Source: an optimization exercise on an open RTL-to-GDS flow (aim: small area, a short achievable clock period and few clock cycles). Production flows keep margins and buffers that such runs may drop.
Only simulation tests tie the RTL to the original design; equivalence was not proved.
Power and IR drop assume default switching activity.

==> flow/design.v <==
module Flip_Flop(
    input logic        clk,
    input logic        clear,
    input logic        D,
    output logic       Q,
    output logic       Q_bar
    );
    always_ff @(posedge clk or posedge clear) begin 
        if(clear) 
            Q <= 1'b0;
        else 
            Q <= D;
    end
    assign Q_bar = ~Q;
endmodule
module CU(
    input logic        Enter,
    input logic        Clk,
    input logic        Reset,
    input logic        Aeq0,
    input logic        Apos,
    input logic [2:0]  IR,
    output logic       IRload,
    output logic       JMPmux,
    output logic       PCload,
    output logic       Meminst,
    output logic       MemWr,
    output logic [1:0] Asel,
    output logic       Aload,
    output logic       Sub,
    output logic       Halt
    );
    logic [3:0] Q;
    logic [3:0] Q_bar;
    wire [4:0] and_gate_g;
    wire [3:0] or_gate_ff;
    wire [2:0] and_gate_ff;
    wire [1:0] and_gate_jmp_pc;
    wire [1:0] and_gate_pc;
    wire and_gate_Meminst;
    wire [1:0] and_gate_Aload;
    Flip_Flop U0 (
        .clk(Clk),
        .clear(Reset),
        .D(or_gate_ff[0]),
        .Q(Q[0]),
        .Q_bar(Q_bar[0])
    );
    Flip_Flop U1 (
        .clk(Clk),
        .clear(Reset),
        .D(or_gate_ff[1]),
        .Q(Q[1]),
        .Q_bar(Q_bar[1])
    );
    Flip_Flop U2 (
        .clk(Clk),
        .clear(Reset),
        .D(or_gate_ff[2]),
        .Q(Q[2]),
        .Q_bar(Q_bar[2])
    );
    Flip_Flop U3 (
        .clk(Clk),
        .clear(Reset),
        .D(or_gate_ff[3]),
        .Q(Q[3]),
        .Q_bar(Q_bar[3])
    );
    assign or_gate_ff[3] = and_gate_g[4] | and_gate_g[3] | and_gate_g[2];
    assign or_gate_ff[2] = and_gate_g[2] | and_gate_ff[2] | and_gate_g[4];
    assign or_gate_ff[1] = and_gate_g[1] | and_gate_ff[1] | and_gate_g[4];
    assign or_gate_ff[0] = and_gate_g[0] | and_gate_ff[0] | and_gate_g[4];
    assign and_gate_ff[2] = and_gate_g[3] & IR[2];
    assign and_gate_ff[1] = and_gate_g[3] & IR[1];
    assign and_gate_ff[0] = and_gate_g[3] & IR[0];
    assign and_gate_g[4] = Q[0] & Q[1] & Q[2] & Q[3];
    assign and_gate_g[3] = Q_bar[0] & Q[1] & Q_bar[2] & Q_bar[3];
    assign and_gate_g[2] = Q_bar[0] & Q_bar[1] & Q[2] & Q[3] & ~Enter;
    assign and_gate_g[1] = Q[0] & Q_bar[1] & Q_bar[2] & Q_bar[3];
    assign and_gate_g[0] = Q_bar[0] & Q_bar[1] & Q_bar[2] & Q_bar[3];
    assign IRload = Q_bar[3] & Q_bar[2] & Q_bar[1] & Q[0];
    assign and_gate_jmp_pc[1] = Q[3] & Q[2] & Q_bar[1] & Q[0];
    assign and_gate_jmp_pc[0] = Q[3] & Q[2] & Q[1] & Q_bar[0];
    assign JMPmux = and_gate_jmp_pc[1] | and_gate_jmp_pc[0];
    assign and_gate_pc[1] = and_gate_jmp_pc[1] & Aeq0;
    assign and_gate_pc[0] = and_gate_jmp_pc[0] & Apos;
    assign PCload = IRload | and_gate_pc[1] | and_gate_pc[0];
    assign and_gate_Meminst = Q_bar[3] & Q_bar[2] & Q[1] & Q_bar[0];
    assign MemWr = Q[3] & Q_bar[2] & Q_bar[1] & Q[0];
    assign Meminst = and_gate_Meminst | MemWr;
    assign Asel[1] = Q[3] & Q_bar[2] & Q_bar[1] & Q_bar[0];
    assign Asel[0] = Q[3] & Q[2] & Q_bar[1] & Q_bar[0];
    assign and_gate_Aload[1] = Q[3] & Q_bar[1] & Q_bar[0];
    assign and_gate_Aload[0] = Q[3] & Q_bar[2] & Q[1];
    assign Aload = and_gate_Aload[1] | and_gate_Aload[0];
    assign Sub = Q[3] & Q_bar[2] & Q[1] & Q[0];
    assign Halt = Q[3] & Q[2] & Q[1] & Q[0];
endmodule
module Mux4to1(
    input logic [1:0] sel,
    input logic [7:0] A,
    input logic [7:0] B,
    input logic [7:0] C,
    input logic [7:0] D,
    output logic [7:0] E
);
    always_comb begin 
        case(sel) 
            2'd0: E = A;
            2'd1: E = B; 
            2'd2: E = C;
            2'd3: E = D;
            default: E = 8'h00;
        endcase
    end
endmodule
module Mux2to1(
    input logic        sel,
    input logic [4:0]  A,
    input logic [4:0]  B,
    output logic [4:0] C
);
    always_comb begin 
        C = sel? B : A;
    end
endmodule
module Register8bit(
    input logic  clk, 
    input logic  clear, 
    input logic  load,
    input logic  [7:0] D,
    output logic [7:0] Q
    );
    always_ff @(posedge clk or posedge clear) begin
        if(clear)
            Q <= '0;
        else if(load)
            Q <= D;
    end
endmodule
module Register5bit(
    input logic  clk, 
    input logic  clear, 
    input logic  load,
    input logic  [4:0] D,
    output logic [4:0] Q
    );
    always_ff @(posedge clk or posedge clear) begin
        if(clear)
            Q <= '0;
        else if(load)
            Q <= D;
    end
endmodule
module Incr5bit(
    input logic  [4:0] D,
    output logic [4:0] Q
);
    always_comb begin
        Q = D + 1;
    end
endmodule 
module Adder8bit(
    input logic        sub,
    input logic [7:0]  A,
    input logic [7:0]  B,
    output logic [7:0] C
);
    always_comb begin 
        C = A + (sub ? -B : B);
    end 
endmodule 
module RAM32LocX8bit(
    input logic        clk,
    input logic        WE,
    input logic [4:0]  addr,
    input logic [7:0]  D,
    input logic        Load_en,
    input logic [4:0]  Load_addr,
    input logic [7:0]  Load_data,
    output logic [7:0] Q
);
    logic [7:0] mem [0:31];
    always_ff @(posedge clk) begin 
        if(Load_en)
            mem[Load_addr] <= Load_data;
        else if(WE) 
            mem[addr] <= D;
        Q <= mem[addr];
    end
endmodule
module DP(
    input logic        Clk,
    input logic        IRload,
    input logic        JMPmux,
    input logic        PCload,
    input logic        Meminst,
    input logic        MemWr,
    input logic        Aload,
    input logic        Reset,
    input logic        Sub,
    input logic [1:0]  Asel,
    input logic [7:0]  Data_input,
    input logic        Load_en,
    input logic [4:0]  Load_addr,
    input logic [7:0]  Load_data,
    output logic       Aeq0,
    output logic       Apos,
    output logic [2:0] IR,
    output logic [7:0] Data_output
    );
    logic [7:0] Mux4to1_out;
    logic [7:0] Adder8bit_out;
    logic [7:0] RAM_out;
    logic [4:0] Mux2to1_addr_out;
    logic [4:0] Mux2to1_jmp_out;
    logic [4:0] Register5bit_out;
    logic [4:0] Incr5bit_out;
    logic [7:0] Register8bit_out;
    logic [4:0] IR_intern;
    Mux4to1 U1 (
        .sel(Asel),
        .A(Adder8bit_out),
        .B(Data_input),
        .C(RAM_out),
        .D(8'h00),
        .E(Mux4to1_out)
    );
    Register8bit U2 (
        .clk(Clk),
        .clear(Reset),
        .load(Aload),
        .D(Mux4to1_out),
        .Q(Data_output)
    );
    Adder8bit U3 (
        .sub(Sub),
        .A(Data_output),
        .B(RAM_out),
        .C(Adder8bit_out)
    ); 
    RAM32LocX8bit U4 (
        .clk(Clk),
        .WE(MemWr),
        .addr(Mux2to1_addr_out),
        .D(Data_output),
        .Load_en(Load_en),
        .Load_addr(Load_addr),
        .Load_data(Load_data),
        .Q(RAM_out)
    );
    Mux2to1 U5 (
        .sel(Meminst),
        .A(Register5bit_out),
        .B(IR_intern),
        .C(Mux2to1_addr_out)
    );
    Register5bit U6 (
        .clk(Clk),
        .clear(Reset),
        .load(PCload),
        .D(Mux2to1_jmp_out),
        .Q(Register5bit_out)
    );
    Mux2to1 U7 (
        .sel(JMPmux),
        .A(Incr5bit_out),
        .B(IR_intern),
        .C(Mux2to1_jmp_out)
    );
    Incr5bit U8 (
        .D(Register5bit_out),
        .Q(Incr5bit_out)
    );
    Register8bit U9 (
        .clk(Clk),
        .clear(Reset),
        .load(IRload),
        .D(RAM_out),
        .Q(Register8bit_out)
    );
    assign IR = Register8bit_out[7:5];
    assign IR_intern = Register8bit_out[4:0];
    assign Aeq0 = ~|Data_output;
    assign Apos = ~Data_output[7];
endmodule
module EC_2(
    input logic        Enter,
    input logic        Clk,
    input logic        Reset, 
    input logic [7:0]  Data_input,
    input logic        Load_en,
    input logic [4:0]  Load_addr,
    input logic [7:0]  Load_data,
    output logic       Halt,
    output logic       In_wait,
    output logic [7:0] Data_output
    );
    logic       Aeq0;
    logic       Apos;
    logic [2:0] IR;
    logic       IRload;
    logic       JMPmux;
    logic       PCload;
    logic       Meminst;
    logic       MemWr;
    logic [1:0] Asel;
    logic       Aload;
    logic       Sub;
    CU U1 (
        .Enter(Enter),
        .Clk(Clk),
        .Reset(Reset),
        .Aeq0(Aeq0),
        .Apos(Apos),
        .IR(IR),
        .IRload(IRload),
        .JMPmux(JMPmux),
        .PCload(PCload),
        .Meminst(Meminst),
        .MemWr(MemWr),
        .Asel(Asel),
        .Aload(Aload),
        .Sub(Sub),
        .Halt(Halt)  
    );
    DP U2 (
        .Clk(Clk),
        .IRload(IRload),
        .JMPmux(JMPmux),
        .PCload(PCload),
        .Meminst(Meminst),
        .MemWr(MemWr),
        .Aload(Aload),
        .Reset(Reset),
        .Sub(Sub),
        .Asel(Asel),
        .Data_input(Data_input),
        .Load_en(Load_en),
        .Load_addr(Load_addr),
        .Load_data(Load_data),
        .Aeq0(Aeq0),
        .Apos(Apos),
        .IR(IR),
        .Data_output(Data_output)
    );
    assign In_wait = Asel[0];
endmodule
==> flow/run.sh <==
#!/bin/bash
# synth_recipe.tcl (not shown) runs the flow's synth.tcl, then flattens the netlist and writes it again
# the make line also repeats each setting of config.mk as NAME=value (left out here)
make -C /OpenROAD-flow-scripts/flow DESIGN_CONFIG=/design/flow/config.mk WORK_HOME=/design/flow/orfs CLKGATE_MAP_FILE= SYNTH_SCRIPT=/design/flow/synth_recipe.tcl finish
==> flow/config.mk <==
export PLATFORM = sky130hd
export DESIGN_NAME = EC_2
export DESIGN_NICKNAME = EC_2
export VERILOG_FILES = /design/flow/design.v
export SDC_FILE = /design/flow/constraint.sdc
export NUM_CORES = 4
export LEC_CHECK = 0
export CAP_MARGIN = 20
export CORE_MARGIN = 2
export CORE_UTILIZATION = 40
export SLEW_MARGIN = 20
==> flow/constraint.sdc <==
create_clock -name core_clock -period 8.0 [get_ports {Clk}]
set_input_delay 1.6000 -clock core_clock [delete_from_list [all_inputs] [get_ports {Clk}]]
set_output_delay 1.6000 -clock core_clock [all_outputs]
set_load 0.01 [all_outputs]
==> results of run 1 <==
## metrics by stage
stage               power, mW  hold WS [ps]  area [µm²]  worst slack [ps]
global placement         4.17           488       13200              3410
global route             5.70           523       14100              3170
finish                   5.44           505       14100              3460
detailed placement       4.18           500       13200              3300
floorplan                3.53           463       12400              4650
CTS                      5.45           515       14100              3450
## how the worst max path moves through the flow
stage,slack (ps),end,start
after CTS,3450,U2.U4.Q[5],U1.U2.Q
after global placement,3410,U2.U4.mem[6][3],Load_en
after global routing,3170,U2.U4.Q[5],U1.U2.Q
final,3460,U2.U4.Q[1],U1.U3.Q
after floorplan,4650,U2.U4.mem[20][0],Load_en
after detailed placement,3300,U2.U4.mem[6][3],Load_en
## cell type report
type                            instances  area share (%)
Inverter                               15           0.400
Multi-Input combinational cell        518            26.3
Clock inverter                         14           0.560
Tap cell                              396            3.52
Timing Repair Buffer                   48            3.16
Sequential cell                       289            60.2
Clock buffer                           38            5.83
## per-layer routing
layer / GRT usage, % / part of all wire, % / vias up
li1: - / - / 3453
met1: 26.4 / 46 / 3756
met2: 28.9 / 46 / 263
met3: 2.99 / 6.1 / 41
met4: 4.16 / 2.0 / 2
met5: 0 / 0.043 / -
## power by group through the flow
stage                     Combinational (mW)  Sequential (mW)  Clock, mW
after floorplan                         1.63             1.90          0
after global placement                  2.18             1.98          0
after detailed placement                2.19             1.98          0
after CTS                               2.21             1.95       1.29
after global routing                    2.38             1.97       1.35
final                                   2.22             1.95       1.27
## state kept, by name (all words and copies together), names as in the netlist
name and flops:
U1.U0.Q 1, U1.U1.Q 1, U1.U2.Q 1, U1.U3.Q 1, U2.U2.Q 8, U2.U4.Q 8
U2.U4.mem 256, U2.U6.Q 5, U2.U9.Q 8
## worst register-to-register path, delay by kind of cell (launching register included)
family	cells	cell delay, ps
multiplexers	1	420
AO/OA/AOI/OAI	3	1950
AND/OR/NAND/NOR	3	900
flip-flops	1	760
buffers and inverters	1	380
## layout by cell type, fill, tap and decap left out, drive strengths merged, types with 5 or more instances in the layout
master | synthesis | final
a2111oi | 8 | 8
a211oi | 16 | 16
a21boi | 9 | 9
a21o | 8 | 8
a21oi | 21 | 21
a31oi | 10 | 10
buf | 22 | 14
clkbuf | 24 | 38
clkdlybuf4s50 | 0 | 34
clkinv | 0 | 10
dfrtp | 25 | 25
dfxtp | 8 | 8
edfxtp | 256 | 256
ha | 11 | 11
inv | 15 | 18
mux2 | 18 | 18
mux2i | 103 | 103
nand2 | 56 | 56
nand2b | 5 | 5
nand3 | 38 | 38
nand4 | 12 | 12
nor2 | 53 | 53
nor3 | 8 | 8
o21ai | 36 | 36
o221ai | 8 | 8
o22a | 25 | 25
o22ai | 19 | 19
o41a | 8 | 8
xnor2 | 8 | 8
## kinds of logic (layout without fill, tap and decap cells)
logic type	count (synthesis)	in the layout	share of synthesized area, %
compound gates	183	183	10.5
flops	289	289	68.2
simple gates	190	190	7.18
xor+xnor	12	12	0.845
mux	121	121	9.92
buf+inv	61	115	2.16
fa+ha+maj	12	12	1.27
==> flow_metrics.tcl, run 1 <==
set metrics [dict create \
    clk_latency_ps 540 \
    internal-power_mw 3.38 \
    seqCellArea_mm2 0.00847 \
    dr.pass1.iters 5 \
    synth_top_area_share_pct 61.8 \
    grt_pass1_vias 7294 \
    seqPwrFrac_pct 35.9 \
    syn_inst 868 \
    clkPwrFrac_pct 23.3 \
    fillers 2727 \
    ant_nets 0 \
    dp.cells 1265 \
    drv_slew 0 \
    die_area_mm2 0.0325 \
    drc 0 \
    postCtsSetupRepairBufs 0 \
    critical-path-max-stage-delay_ps 990 \
    rsz0062_at_grt "false" \
    ctsHoldBuffers 0 \
    track_usage_pct 18.2 \
    ir_drop_mv 0.225 \
    syn_avg_cell_area_um2 14.3 \
    r2r_setup_slack_ps 3460 \
    core_area_mm2 0.0306 \
    ys_warn_count 8 \
    cts_resized 0 \
    wl_per_cell_um 22.8 \
    cts_buffers 29 \
    maxSlewHeadroom_pct 23.8 \
    worst_slew_pin_slew_ps 1110 \
    rr_startpoint "U1.U3.Q" \
    cp.arrival_ps 4950 \
    ys_async_sr_fraction_pct 8.65 \
    status "finished clean" \
    layout.nets 938 \
    power_density_mw_per_mm2 386 \
    port_buffers 34 \
    synthesis.nets 905 \
    setup_viol 0 \
    place_congestion 0.815 \
    synthMostInstantiatedCell "edfxtp_1" \
    yosys.area.top_type "edfxtp_1" \
    grt_max_degree 57 \
    grt_pass1_wl_mm 45.1 \
    die_height_um 180 \
    cp-start-kind "flop" \
    drive_gt1_share_pct 9.00 \
    antenna_found_initial 1 \
    hpwl_mm 19.1 \
    cts_tree "yes" \
    min_to "U1.U2.Q" \
    p_sw_mw 2.06 \
    worstSetupPathType "reg2reg" \
    synth_area_leaders "edfxtp_1, mux2i_1, dfrtp_1, o22a_1, nand2_1" \
    ys_types 59 \
    syn_area_mm2 0.0124 \
    worstPathRequired_ps 8410 \
    cap_violations 0 \
    crit_chain "nand4bb_1 -> a21oi_4 -> nor2_4 -> buf_4 -> mux2_2 -> a2111oi_0 -> nand4_1 -> o41a_1" \
    synth_common_cells "edfxtp_1, mux2i_1, nand2_1" \
    reg2regPathDepth 8 \
    cts_sinks 289 \
    synth_edf_count 256 \
    min_from "U2.U9.Q[7]" \
    fin_crit_ps 4540 \
    rows 64 \
    root_buffer "clkbuf_16" \
    h-tree-depth 1 \
    path_buf_inv 1 \
    area_growth_pct 13.2 \
    antenna_cells 0 \
    gr-total-overflow 0 \
    utilization_pct 46.0 \
    setup-tns-final_ps 0 \
    top_level_ports 35 \
    die_w_um 180 \
    ys_ff_latch 289 \
    synth_ff_type "edfxtp_1" \
    drtIter0Drc 839 \
    combPwrFrac_pct 40.8 \
    final_cells 1318 \
    num_vias 7515 \
    wl_mm 30.0 \
    via_per_inst 5.70 \
    path_depth 8 \
    fin_crit_sh_pct 56.8 \
    endpoint_kind "flop" \
    ctsLongestPathBuffers 3 \
    skew_ps 6.72 \
    r2r_end "U2.U4.Q[1]" \
    crit_family "compound AO/OA/AOI/OAI gates" \
    clk_pin_slew_ps 60 \
    slowest_stage "a2111oi_0" \
    hold_depth 1 \
    finalHoldViolCount 0 \
    critical_path_peak_fanout 50 \
    power.leakage_nw 4.96 \
    fmax_mhz 220 \
    hp-class "reg2reg" \
    yosysSeqAreaShare_pct 68.2 \
    swShare_pct 37.8 \
    multi_input_comb_area_mm2 0.00371 \
    start_util_pct 40.6 \
]
Testbench counts, summed over its fixed seeds: cycles 174,096.
==> run 2, diff against run 1 <==
==> flow/design.v (replaced) <==
module EC_2(
    input  logic       Enter,
    input  logic       Clk,
    input  logic       Reset,
    input  logic [7:0] Data_input,
    input  logic       Load_en,
    input  logic [4:0] Load_addr,
    input  logic [7:0] Load_data,
    output logic       Halt,
    output logic       In_wait,
    output logic [7:0] Data_output
    );
    localparam logic [2:0] OP_LOAD  = 3'd0;
    localparam logic [2:0] OP_STORE = 3'd1;
    localparam logic [2:0] OP_ADD   = 3'd2;
    localparam logic [2:0] OP_SUB   = 3'd3;
    localparam logic [2:0] OP_IN    = 3'd4;
    localparam logic [2:0] OP_JZ    = 3'd5;
    localparam logic [2:0] OP_JPOS  = 3'd6;
    localparam logic [2:0] OP_HALT  = 3'd7;
    logic [7:0] mem [0:31];
    logic [4:0] pc;       
    logic [7:0] ir_d;     
    logic       vd;       
    logic [7:0] ir_e;     
    logic       ve;       
    logic [7:0] opnd;     
    logic       tk;       
    logic [7:0] a;
    logic       halt_r;
    logic       inw;
    wire stall = halt_r | (inw & ~Enter);
    wire       squash   = ve & tk;
    wire [7:0] nx_word  = squash ? opnd : ir_d;
    wire       nx_valid = squash | vd;
    wire [2:0] nx_op    = nx_word[7:5];
    wire [4:0] ra       = nx_word[4:0];
    wire e_store = ve & (ir_e[7:5] == OP_STORE);
    logic [7:0] a_nx;
    always_comb begin
        a_nx = a;
        if (ve) begin
            case (ir_e[7:5])
                OP_LOAD: a_nx = opnd;
                OP_ADD:  a_nx = a + opnd;
                OP_SUB:  a_nx = a - opnd;
                OP_IN:   a_nx = Data_input;
                default: a_nx = a;
            endcase
        end
    end
    wire [7:0] rd_op = mem[ra];
    wire [7:0] rd_f  = mem[pc];
    wire [7:0] op_nx = (e_store && ir_e[4:0] == ra) ? a : rd_op;
    wire       nx_store = nx_valid & (nx_op == OP_STORE);
    wire [7:0] f_nx = (nx_store && ra == pc)              ? a_nx :
                      (e_store && ir_e[4:0] == pc)        ? a    : rd_f;
    wire tk_nx = nx_valid & (((nx_op == OP_JZ) & (a_nx == 8'd0)) |
                             ((nx_op == OP_JPOS) & ~a_nx[7]));
    wire [4:0] pc_nx = tk_nx ? ra + 5'd1 : pc + 5'd1;
    always_ff @(posedge Clk or posedge Reset) begin
        if (Reset) begin
            pc     <= 5'd0;
            vd     <= 1'b0;
            ve     <= 1'b0;
            a      <= 8'd0;
            halt_r <= 1'b0;
            inw    <= 1'b0;
        end else if (!stall) begin
            pc     <= pc_nx;
            vd     <= 1'b1;
            ve     <= nx_valid;
            a      <= a_nx;
            halt_r <= nx_valid & (nx_op == OP_HALT);
            inw    <= nx_valid & (nx_op == OP_IN);
        end
    end
    always_ff @(posedge Clk) begin
        if (!stall) begin
            ir_d <= f_nx;
            ir_e <= nx_word;
            opnd <= op_nx;
            tk   <= tk_nx;
        end
    end
    always_ff @(posedge Clk) begin
        if (Load_en)
            mem[Load_addr] <= Load_data;
        else if (e_store)
            mem[ir_e[4:0]] <= a;
    end
    assign Halt        = halt_r;
    assign In_wait     = inw;
    assign Data_output = a;
endmodule
--- a/flow/config.mk
+++ b/flow/config.mk
@@ -10,2 +10,3 @@
 export CORE_UTILIZATION = 40
+export SETUP_SLACK_MARGIN = 5
 export SLEW_MARGIN = 20
==> run 2 against run 1 <==
  * Setup slack improved by 840 ps
  * Worst hold slack got worse by 14 ps
  * Cell count rose by 42%
  * Sequential share of layout area is 14 points lower
  * Global-route usage is 5.9 points higher
  * Utilization up 4.8 points
  * Clock power rose by 23%
  * Critical endpoint is now pc[2]
==> flow_metrics.tcl, run 2 <==
set metrics [dict create \
    critical_path_peak_fanout 7 \
    h-tree-depth 2 \
    num_vias 11500 \
    worstPathRequired_ps 8460 \
    finalHoldViolCount 0 \
    endpoint_kind "flop" \
    fillers 3197 \
    syn_inst 1240 \
    cp-start-kind "flop" \
    yosysSeqAreaShare_pct 57.4 \
    die_height_um 200 \
    largest_reg_flops 256 \
    wl_mm 50.2 \
    ctsHoldBuffers 0 \
    ys_warn_count 1 \
    synth-xor-area-share_pct 1.59 \
    ir_drop_mv 0.237 \
    layout_setup_ws_ps 4300 \
    final_cells 1867 \
    hold_depth 2 \
    area_growth_pct 24.7 \
    yosys.area.top_type "edfxtp_1" \
    power_density_mw_per_mm2 389 \
    via_per_inst 6.15 \
    ctsLongestPathBuffers 3 \
    die_w_um 200 \
    synth_ff_type "edfxtp_1" \
    seqCellArea_mm2 0.00888 \
    utilization_pct 50.8 \
    hp-class "reg2reg" \
    syn_area_mm2 0.0154 \
    ant_nets 0 \
    maxSlewHeadroom_pct 35.8 \
    synthAdderAreaFrac_pct 0.860 \
    cts_sinks 298 \
    root_buffer "clkbuf_16" \
    clkPwrFrac_pct 20.9 \
    setup-tns-final_ps 0 \
    cts_tree "yes" \
    dp.cells 1707 \
    grt_util_met1_pct 33.7 \
    die_area_mm2 0.0402 \
    antenna_found_initial 1 \
    fmax_mhz 270 \
    top_level_ports 35 \
    ys_ff_latch 298 \
    grt_pass1_wl_mm 72.6 \
    rsz0062_at_grt "true" \
    synthMostInstantiatedCell "edfxtp_1" \
    core_area_mm2 0.0378 \
    track_usage_pct 24.1 \
    synth_edf_count 281 \
    drv_slew 0 \
    drive_gt1_share_pct 28.1 \
    synth_compound_area_share_pct 8.51 \
    skew_ps 32.7 \
    clk_pin_slew_ps 60 \
    gr-usage-met3_pct 4.91 \
    cp.arrival_ps 4160 \
    fin_crit_ps 3700 \
    swShare_pct 40.7 \
    worst_slew_pin_slew_ps 945 \
    internal-power_mw 4.44 \
    rr_startpoint "opnd[1]" \
    wl_per_cell_um 26.9 \
    clk_latency_ps 540 \
    ys_async_sr_fraction_pct 5.70 \
    multi_input_comb_area_mm2 0.00683 \
    synth_area_leaders "edfxtp_1, mux4_2, nand2_1, a311oi_1, dfrtp_1" \
    layout_common_cells "edfxtp_1, nand2_1, mux4_2, nand3_1, buf_4" \
    dr.pass1.iters 6 \
    drc 0 \
    place_congestion 0.856 \
    cp-startpoint "opnd[1]" \
    status "finished clean" \
    gr-total-overflow 0 \
    setup_viol 0 \
    synth_common_cells "edfxtp_1, nand2_1, mux4_2" \
    ys_types 58 \
    synth_top_family_by_area "simple AND/OR/NAND/NOR gates" \
    start_util_pct 40.8 \
    reg2regPathDepth 16 \
    regMostFlops "mem" \
    cap_violations 0 \
    cts_buffers 34 \
    mostFrequentLayoutCell "edfxtp_1" \
    p_sw_mw 3.05 \
    grt_max_degree 73 \
    hpwl_mm 28.4 \
    power.leakage_nw 6.64 \
    grt_pass1_vias 11000 \
    gr-usage-met2_pct 37.5 \
    fin_crit_sh_pct 46.2 \
    drtIter0Drc 1434 \
    min_from "inw" \
    rows 71 \
    antenna_cells 0 \
    synthMuxAreaShare_pct 14.1 \
    top_usage_layer "met2" \
    post-place-ws_ps 3270 \
    combPwrFrac_pct 51.8 \
    worstSetupPathType "reg2reg" \
    synth-simple-area-share_pct 14.4 \
    layout.nets 1366 \
    synth_top_area_share_pct 54.7 \
    port_buffers 34 \
    syn_avg_cell_area_um2 12.4 \
    synthesis.nets 1275 \
    seqPwrFrac_pct 27.3 \
]
[run 2: cell types whose count changed after synthesis, moves of 16 or more]
cell / previous run / this run
nand2_1: 56 / 279
mux2i_1: 103 / 23
mux4_2: 0 / 80
a311oi_1: 0 / 49
and3_1: 0 / 36
nand3_1: 38 / 73
clkbuf_1: 23 / 50
edfxtp_1: 256 / 281
o22a_1: 25 / 0
o22ai_1: 19 / 2
xnor2_1: 8 / 24
[run 2: worst paths after layout]
kind | slack, ps | to
max reg2reg | 4300 | pc[2]
max | 4300 | pc[2]
min reg2reg | 490 | inw
min in group asynchronous | 1520 | pc[4]
max in group asynchronous | 5940 | pc[1]
min | 490 | inw
[run 2: cells by family (layout without fill, tap and decap cells)]
| logic type | Yosys count | after routing |
|---|---|---|
| buffers and inverters | 112 | 226 |
| multiplexers | 114 | 115 |
| AND/OR/NAND/NOR | 499 | 500 |
| XOR/XNOR | 28 | 28 |
| flip-flops | 298 | 298 |
| adder cells (fa/ha/maj) | 10 | 10 |
| AO/OA/AOI/OAI | 179 | 179 |
[run 2: routing by layer]
metal	up-vias	wire [µm]
li1	4948	-
met4	0	1870
met5	-	0
met3	101	4810
met1	5728	20400
met2	706	23100
[run 2: cell type report]
type,instances,share of cell area (%)
multi-input combinational,832,35.5
sequential,298,46.2
timing repair inverter,1,0.0455
tap,511,3.32
timing repair buffer,145,8.68
clock buffer,42,4.58
inverter,19,0.507
clock inverter,19,1.20
[run 2: power groups by stage]
stage / Combinational, mW / Clock [mW] / Sequential, mW
2_1_floorplan: 2.16 / 0 / 1.99
3_3_place_gp: 2.88 / 0 / 2.17
3_5_place_dp: 2.89 / 0 / 2.17
4_1_cts: 3.56 / 1.57 / 2.04
5_1_grt: 4.07 / 1.63 / 2.05
6_report: 3.88 / 1.56 / 2.05
[run 2: critical path: stages, from the launching register on]
cell and delay [ps]:
edfxtp_1 540, inv_2 100, ha_4 280, mux2i_2 80, fa_2 390, and3_4 170, or3_1 310, a21o_1 190
a211oi_2 220, o2111a_2 260, o21ai_4 90, nand2_1 80, o21ai_1 80, ha_2 240, or3_1 360, a21oi_2 120
a211o_1 100
[run 2: timing repair]
action	4_1_cts	5_1_grt
pin swaps	28	26
resized for setup	120	54
endpoints found under the setup margin	573	503
cloned	7	2
buffers inserted	66	24
[run 2: through the flow]
| stage | instance area [µm²] | hold slack [ps] | power, mW |
|---|---|---|---|
| after floorplan | 15600 | 458 | 4.14 |
| after global placement | 16300 | 500 | 5.04 |
| after detailed placement | 16300 | 490 | 5.06 |
| after CTS | 18700 | 497 | 7.17 |
| after global routing | 19200 | 528 | 7.76 |
| final | 19200 | 491 | 7.49 |
Testbench counts of run 2, summed over its fixed seeds: cycles 43,844.
==> run 3, diff against run 2 <==
--- a/flow/config.mk
+++ b/flow/config.mk
@@ -10,3 +10,3 @@
 export CORE_UTILIZATION = 40
-export SETUP_SLACK_MARGIN = 5
+export SETUP_SLACK_MARGIN = 3
 export SLEW_MARGIN = 20
==> run 3 against run 2 <==
  * Still clean on timing, DRC and antenna
  * Count of clock-buffer cells in the layout up 1
  * Area after synthesis unchanged
  * Via count shrank 5.8%
  * Worst hold slack better by 16 ps
==> flow_metrics.tcl, run 3 <==
set metrics [dict create \
    worstPathRequired_ps 8380 \
    yosysSeqAreaShare_pct 57.4 \
    final_area_mm2 0.0172 \
    skew_ps 16.5 \
    num_vias 10800 \
    synth_common_cells "edfxtp_1, nand2_1, mux4_2" \
    wl_per_cell_um 25.6 \
    antenna_cells 0 \
    synth_edf_count 281 \
    place_area_mm2 0.0162 \
    worst_slew_pin_slew_ps 1100 \
    ir_drop_mv 0.168 \
    setup_viol 0 \
    start_util_pct 40.8 \
    drv_slew 0 \
    clk_latency_ps 520 \
    cts_tree "yes" \
    synth_area_leaders "edfxtp_1, mux4_2, nand2_1, a311oi_1, dfrtp_1" \
    ctsHoldBuffers 0 \
    fin_crit_sh_pct 57.7 \
    synth_ff_type "edfxtp_1" \
    wl_mm 45.1 \
    postCtsSetupRepairBufs 0 \
    rsz0062_at_grt "false" \
    worstSetupPathType "reg2reg" \
    fillers 3361 \
    endpoint_kind "flop" \
    hp-class "reg2reg" \
    track_usage_pct 22.3 \
    place_congestion 0.926 \
    dr.pass1.iters 5 \
    synthMostInstantiatedCell "edfxtp_1" \
    power.leakage_nw 5.85 \
    cts_sinks 298 \
    status "finished clean" \
    reg2regPathDepth 10 \
    core_area_mm2 0.0378 \
    antenna_found_initial 0 \
    hpwl_mm 29.1 \
    syn_inst 1240 \
    drtIter0Drc 1285 \
    ys_types 58 \
    via_per_inst 6.13 \
    synth_top_area_share_pct 54.7 \
    critical_path_peak_fanout 68 \
    h-tree-depth 2 \
    synthesis.nets 1275 \
    largest_reg_flops 256 \
    port_buffers 34 \
    grt_pass1_wl_mm 68.0 \
    cts_buffers 34 \
    syn_area_mm2 0.0154 \
    cap_violations 0 \
    layout.nets 1269 \
    die_w_um 200 \
    ys_async_sr_fraction_pct 5.70 \
    mostFrequentLayoutCell "edfxtp_1" \
    ant_nets 0 \
    grt_max_degree 76 \
    cp-start-kind "flop" \
    top_level_ports 35 \
    finalHoldViolCount 0 \
    hold_depth 1 \
    maxSlewHeadroom_pct 24.3 \
    gr-total-overflow 0 \
    area_growth_pct 11.6 \
    rows 71 \
    setup-tns-final_ps 0 \
    root_buffer "clkbuf_16" \
    die_height_um 200 \
    fin_crit_ps 4610 \
    regMostFlops "mem" \
    die_area_mm2 0.0402 \
    cp.arrival_ps 5000 \
    ctsLongestPathBuffers 3 \
    drive_gt1_share_pct 13.8 \
    ys_ff_latch 298 \
    cts_resized 0 \
    grt_pass1_vias 10200 \
    syn_avg_cell_area_um2 12.4 \
    clk_pin_slew_ps 60 \
    fmax_mhz 217 \
    power_density_mw_per_mm2 380 \
    r2r_setup_slack_ps 3390 \
    yosys.area.top_type "edfxtp_1" \
    ys_warn_count 1 \
    drc 0 \
    layout_common_cells "edfxtp_1, nand2_1, mux4_2, nand3_1, nor2_1" \
]
run 3: logic make-up (layout without fill, tap and decap cells):
group	count (synthesis)	count (layout)	share of synthesized area [%]
muxes	114	114	14.1
adders and majority gates	10	10	0.860
DFF	298	298	57.4
AOI/OAI and AO/OA	179	179	8.51
xor gates and xnor gates	28	28	1.59
and+or+nand+nor	499	499	14.4
buffers and inverters	112	127	3.12
run 3: report_power, final:
| group | total (mW) | switching [mW] | internal, mW |
|---|---|---|---|
| clock network | 1.48 | 0.616 | 0.859 |
| registers | 2.13 | 0.254 | 1.88 |
| logic | 2.93 | 1.78 | 1.16 |
run 3: routing by layer:
| layer | global-route usage [%] | vias to the layer above | routed length [µm] | part of all wire (%) |
|---|---|---|---|---|
| met1 | 31.8 | 5453 | 19200 | 42 |
| li1 | - | 4736 | - | - |
| met3 | 3.97 | 81 | 3650 | 8.1 |
| met5 | 0 | - | 0 | 0 |
| met2 | 34.9 | 551 | 21000 | 46 |
| met4 | 7.22 | 0 | 1340 | 3.0 |
run 3: area by class of cell:
class | count | area, µm² | share of cell area, %
inverter | 19 | 73.8 | 0.429
timing repair buffer | 51 | 468 | 2.72
clock inverter | 14 | 113 | 0.654
multi-input combinational | 830 | 6130 | 35.6
tap | 511 | 639 | 3.71
sequential | 298 | 8870 | 51.5
clock buffer | 43 | 936 | 5.43
run 3: worst paths after layout:
path / startpoint / end
setup / recovery: ve / opnd[6]
hold / removal: vd / vd
setup reg to reg: ve / opnd[6]
hold reg to reg: vd / vd
max in group asynchronous: Reset / pc[0]
min in group asynchronous: Reset / a[2]
run 3: through the flow:
stage | instances | worst slack (ps) | total power [mW] | utilization (%) | hold WS, ps
2_1_floorplan | 1240 | 4150 | 4.10 | - | 458
3_3_place_gp | 1709 | 3340 | 5.04 | 42.7 | 491
3_5_place_dp | 1709 | 3330 | 5.05 | 42.7 | 495
4_1_cts | 1766 | 3300 | 6.53 | 45.5 | 509
5_1_grt | 1766 | 3030 | 6.85 | 45.5 | 542
6_report | 1766 | 3390 | 6.54 | 45.5 | 507
run 3: critical path, cell delays in order, from the launching register on:
cell,delay [ps]
dfrtp_1,550
nand2_1,670
a21oi_4,220
inv_4,580
buf_4,660
nand2_1,100
and3_1,200
a311oi_1,380
a311oi_1,130
a2111oi_0,720
a211o_1,190
==> run 4, diff against run 3 <==
--- a/flow/config.mk
+++ b/flow/config.mk
@@ -10,3 +10,2 @@
 export CORE_UTILIZATION = 40
-export SETUP_SLACK_MARGIN = 3
 export SLEW_MARGIN = 20
==> run 4 against run 3 <==
  * Cell count unchanged
  * Via count decreased by 0.67%
  * Sequential share of layout area about the same
  * Flip-flop and latch count unchanged
  * Die area unchanged
  * Setup slack got worse by 82 ps
==> flow_metrics.tcl, run 4 <==
set metrics [dict create \
    ys_warn_count 1 \
    ctsLongestPathBuffers 3 \
    track_usage_pct 22.3 \
    port_buffers 34 \
    wl_per_cell_um 25.6 \
    synth_area_leaders "edfxtp_1, mux4_2, nand2_1, a311oi_1, dfrtp_1" \
    start_util_pct 40.8 \
    ir_drop_mv 0.168 \
    grt_util_met1_pct 31.8 \
    core_area_mm2 0.0378 \
    final_cells 1766 \
    synth_ff_type "edfxtp_1" \
    power_density_mw_per_mm2 380 \
    fillers 3361 \
    critical_path_peak_fanout 16 \
    synth_common_cells "edfxtp_1, nand2_1, mux4_2" \
    final_area_mm2 0.0172 \
    regMostFlops "mem" \
    post-place-ws_ps 3330 \
    crit_path_frequent_cell "ha_1" \
    power.leakage_nw 5.85 \
    maxSlewHeadroom_pct 27.1 \
    synthAdderAreaFrac_pct 0.860 \
    hpwl_mm 29.1 \
    skew_ps 15.7 \
    layout_common_cells "edfxtp_1, nand2_1, mux4_2, nand3_1, nor2_1" \
    worstSetupPathType "reg2reg" \
    cts_resized 0 \
    clk_pin_slew_ps 60 \
    synth_edf_count 281 \
    clk_latency_ps 520 \
    h-tree-depth 2 \
    slowest_stage "o21ai_1" \
    grt_pass1_vias 10200 \
    ys_types 58 \
    rows 71 \
    yosysSeqAreaShare_pct 57.4 \
    gr-total-overflow 0 \
    grt_max_degree 76 \
    synth-simple-area-share_pct 14.4 \
    gr-usage-met3_pct 3.97 \
    drc 0 \
    worst_slew_pin_slew_ps 1060 \
    critical-path-max-stage-delay_ps 630 \
    ys_ff_latch 298 \
    root_buffer "clkbuf_16" \
    cts_buffers 34 \
    cp-start-kind "flop" \
    synth_top_family_by_area "simple AND/OR/NAND/NOR gates" \
    worstPathRequired_ps 8450 \
    die_area_mm2 0.0402 \
    syn_avg_cell_area_um2 12.4 \
    die_height_um 200 \
    mostFrequentLayoutCell "edfxtp_1" \
    synthMostInstantiatedCell "edfxtp_1" \
    setup-tns-final_ps 0 \
    die_w_um 200 \
    endpoint_kind "flop" \
    synth-xor-area-share_pct 1.59 \
    ys_async_sr_fraction_pct 5.70 \
    layout.nets 1269 \
    synthMuxAreaShare_pct 14.1 \
    synth_compound_area_share_pct 8.51 \
    dr.pass1.iters 5 \
    cts_tree "yes" \
    drive_gt1_share_pct 13.7 \
    cts_sinks 298 \
    wl_mm 45.1 \
    dp.cells 1709 \
    ctsHoldBuffers 0 \
    ant_nets 0 \
    gr-usage-met2_pct 34.9 \
    fin_crit_sh_pct 58.7 \
    postCtsSetupRepairBufs 0 \
    drtIter0Drc 1299 \
    top_usage_layer "met2" \
    synthesis.nets 1275 \
    layout_setup_ws_ps 3300 \
    via_per_inst 6.09 \
    hp-class "reg2reg" \
    area_growth_pct 11.6 \
    antenna_cells 0 \
    cap_violations 0 \
    antenna_found_initial 0 \
    drv_slew 0 \
    num_vias 10700 \
    total_power_mw 6.54 \
    crit_chain "and3b_1 -> a31oi_1 -> xnor2_1 -> ha_1 -> nand3b_1 -> a211oi_1 -> a311oi_1 -> o221a_2 -> o2111a_1 -> o21ai_1 -> o21ai_0 -> ha_1 -> or3_1 -> a21oi_1 -> a211o_1" \
    top_level_ports 35 \
    grt_pass1_wl_mm 68.0 \
    syn_inst 1240 \
    largest_reg_flops 256 \
    syn_area_mm2 0.0154 \
    cp.arrival_ps 5140 \
    fmax_mhz 213 \
    place_congestion 0.926 \
    fin_crit_ps 4700 \
    status "finished clean" \
    yosys.area.top_type "edfxtp_1" \
    setup_viol 0 \
    finalHoldViolCount 0 \
    rsz0062_at_grt "false" \
    synth_top_area_share_pct 54.7 \
    place_area_mm2 0.0162 \
]
==> run 4: cell count changes in the layout (fill, tap and decap cells not counted) <==
cell     before  now
o21ai_2       1    0
o21ai_1       0    1
==> run 4: path summary, 6_finish.rpt <==
path                         start  cells after the start     to  slack (ps)
max                        ir_e[7]                     15  pc[2]        3300
min                             vd                      1     vd         510
max reg2reg                ir_e[7]                     15  pc[2]        3300
min reg2reg                     vd                      1     vd         510
max in group asynchronous    Reset                      2  pc[0]        5980
min in group asynchronous    Reset                      2   a[0]        1510
==> run 4: metrics by stage <==
step / hold WS [ps] / util [%]
final: 507 / 45.5
after detailed placement: 495 / 42.7
after floorplan: 458 / -
after CTS: 509 / 45.5
after global placement: 491 / 42.7
after global routing: 542 / 45.5
==> run 4: critical path, delay by kind of cell (launching register included) <==
| family | cells | cell delay (ps) |
|---|---|---|
| AND/OR/NAND/NOR | 3 | 1060 |
| AO/OA/AOI/OAI | 9 | 2080 |
| adder cells (fa/ha/maj) | 2 | 700 |
| flip-flops | 1 | 620 |
| XOR/XNOR | 1 | 140 |
==> run 4: kinds of logic after synthesis <==
kind of cell	count (synthesis)
AO/OA/AOI/OAI	179
XOR/XNOR	28
adder cells (fa/ha/maj)	10
buffers and inverters	112
flip-flops	298
multiplexers	114
AND/OR/NAND/NOR	499
==> run 4: layer usage <==
| layer | vias up | part of all wire (%) |
|---|---|---|
| met5 | - | 0 |
| met4 | 0 | 3.0 |
| met3 | 79 | 8.5 |
| met2 | 549 | 46 |
| met1 | 5389 | 42 |
| li1 | 4731 | - |
==> run 4: power by group <==
part / internal [mW] / switching (mW) / leakage, nW
Combinational: 1.15 / 1.77 / 2.60
Sequential: 1.88 / 0.254 / 2.73
Clock: 0.859 / 0.617 / 0.514
Total: 3.89 / 2.65 / 5.85
==> run 4: final cells by class <==
cell class | count | area [µm²] | share of cell area [%]
multi-input cells | 830 | 6120 | 35.6
clock buffers | 43 | 936 | 5.43
well taps | 511 | 639 | 3.71
clock inverters | 14 | 113 | 0.654
flip-flops and latches | 298 | 8870 | 51.5
inverters | 19 | 73.8 | 0.429
repair buffers | 51 | 468 | 2.72

-- port drivers added, routing unchanged --
No port has a modelled driver above. Below, the same layouts with a new extraction and two added sets of constraints. Step 1, drivers: a clkbuf_16 drives Clk and a buf_2 each remaining input, both assumed. Step 2, shift: input delay + t, output delay - t, t = (earliest + latest rising clock arrival at the registers) / 2. This alone moves slack from input paths to output paths. Slacks: ideal ports / drivers / drivers and shift; pairs: ideal ports / drivers.
| run | t, ns | slack for setup (ns) | worst register clock-pin slew, ns | pins driven straight from the clock port |
|---|---|---|---|---|
| run 1 | 0.582 | 3.459 / 3.459 / 3.185 | 0.07 / 0.07 | 1 |
| run 2 | 0.578 | 4.300 / 4.300 / 3.813 | 0.06 / 0.06 | 1 |
| run 3 | 0.568 | 3.387 / 3.387 / 3.387 | 0.06 / 0.06 | 1 |
| run 4 | 0.568 | 3.305 / 3.305 / 3.285 | 0.06 / 0.06 | 1 |
After both steps every run listed still meets setup and hold. For run 2, which loses most, drivers alone change the setup slack by 0.000 ns; drivers and shift together by -0.487 ns.
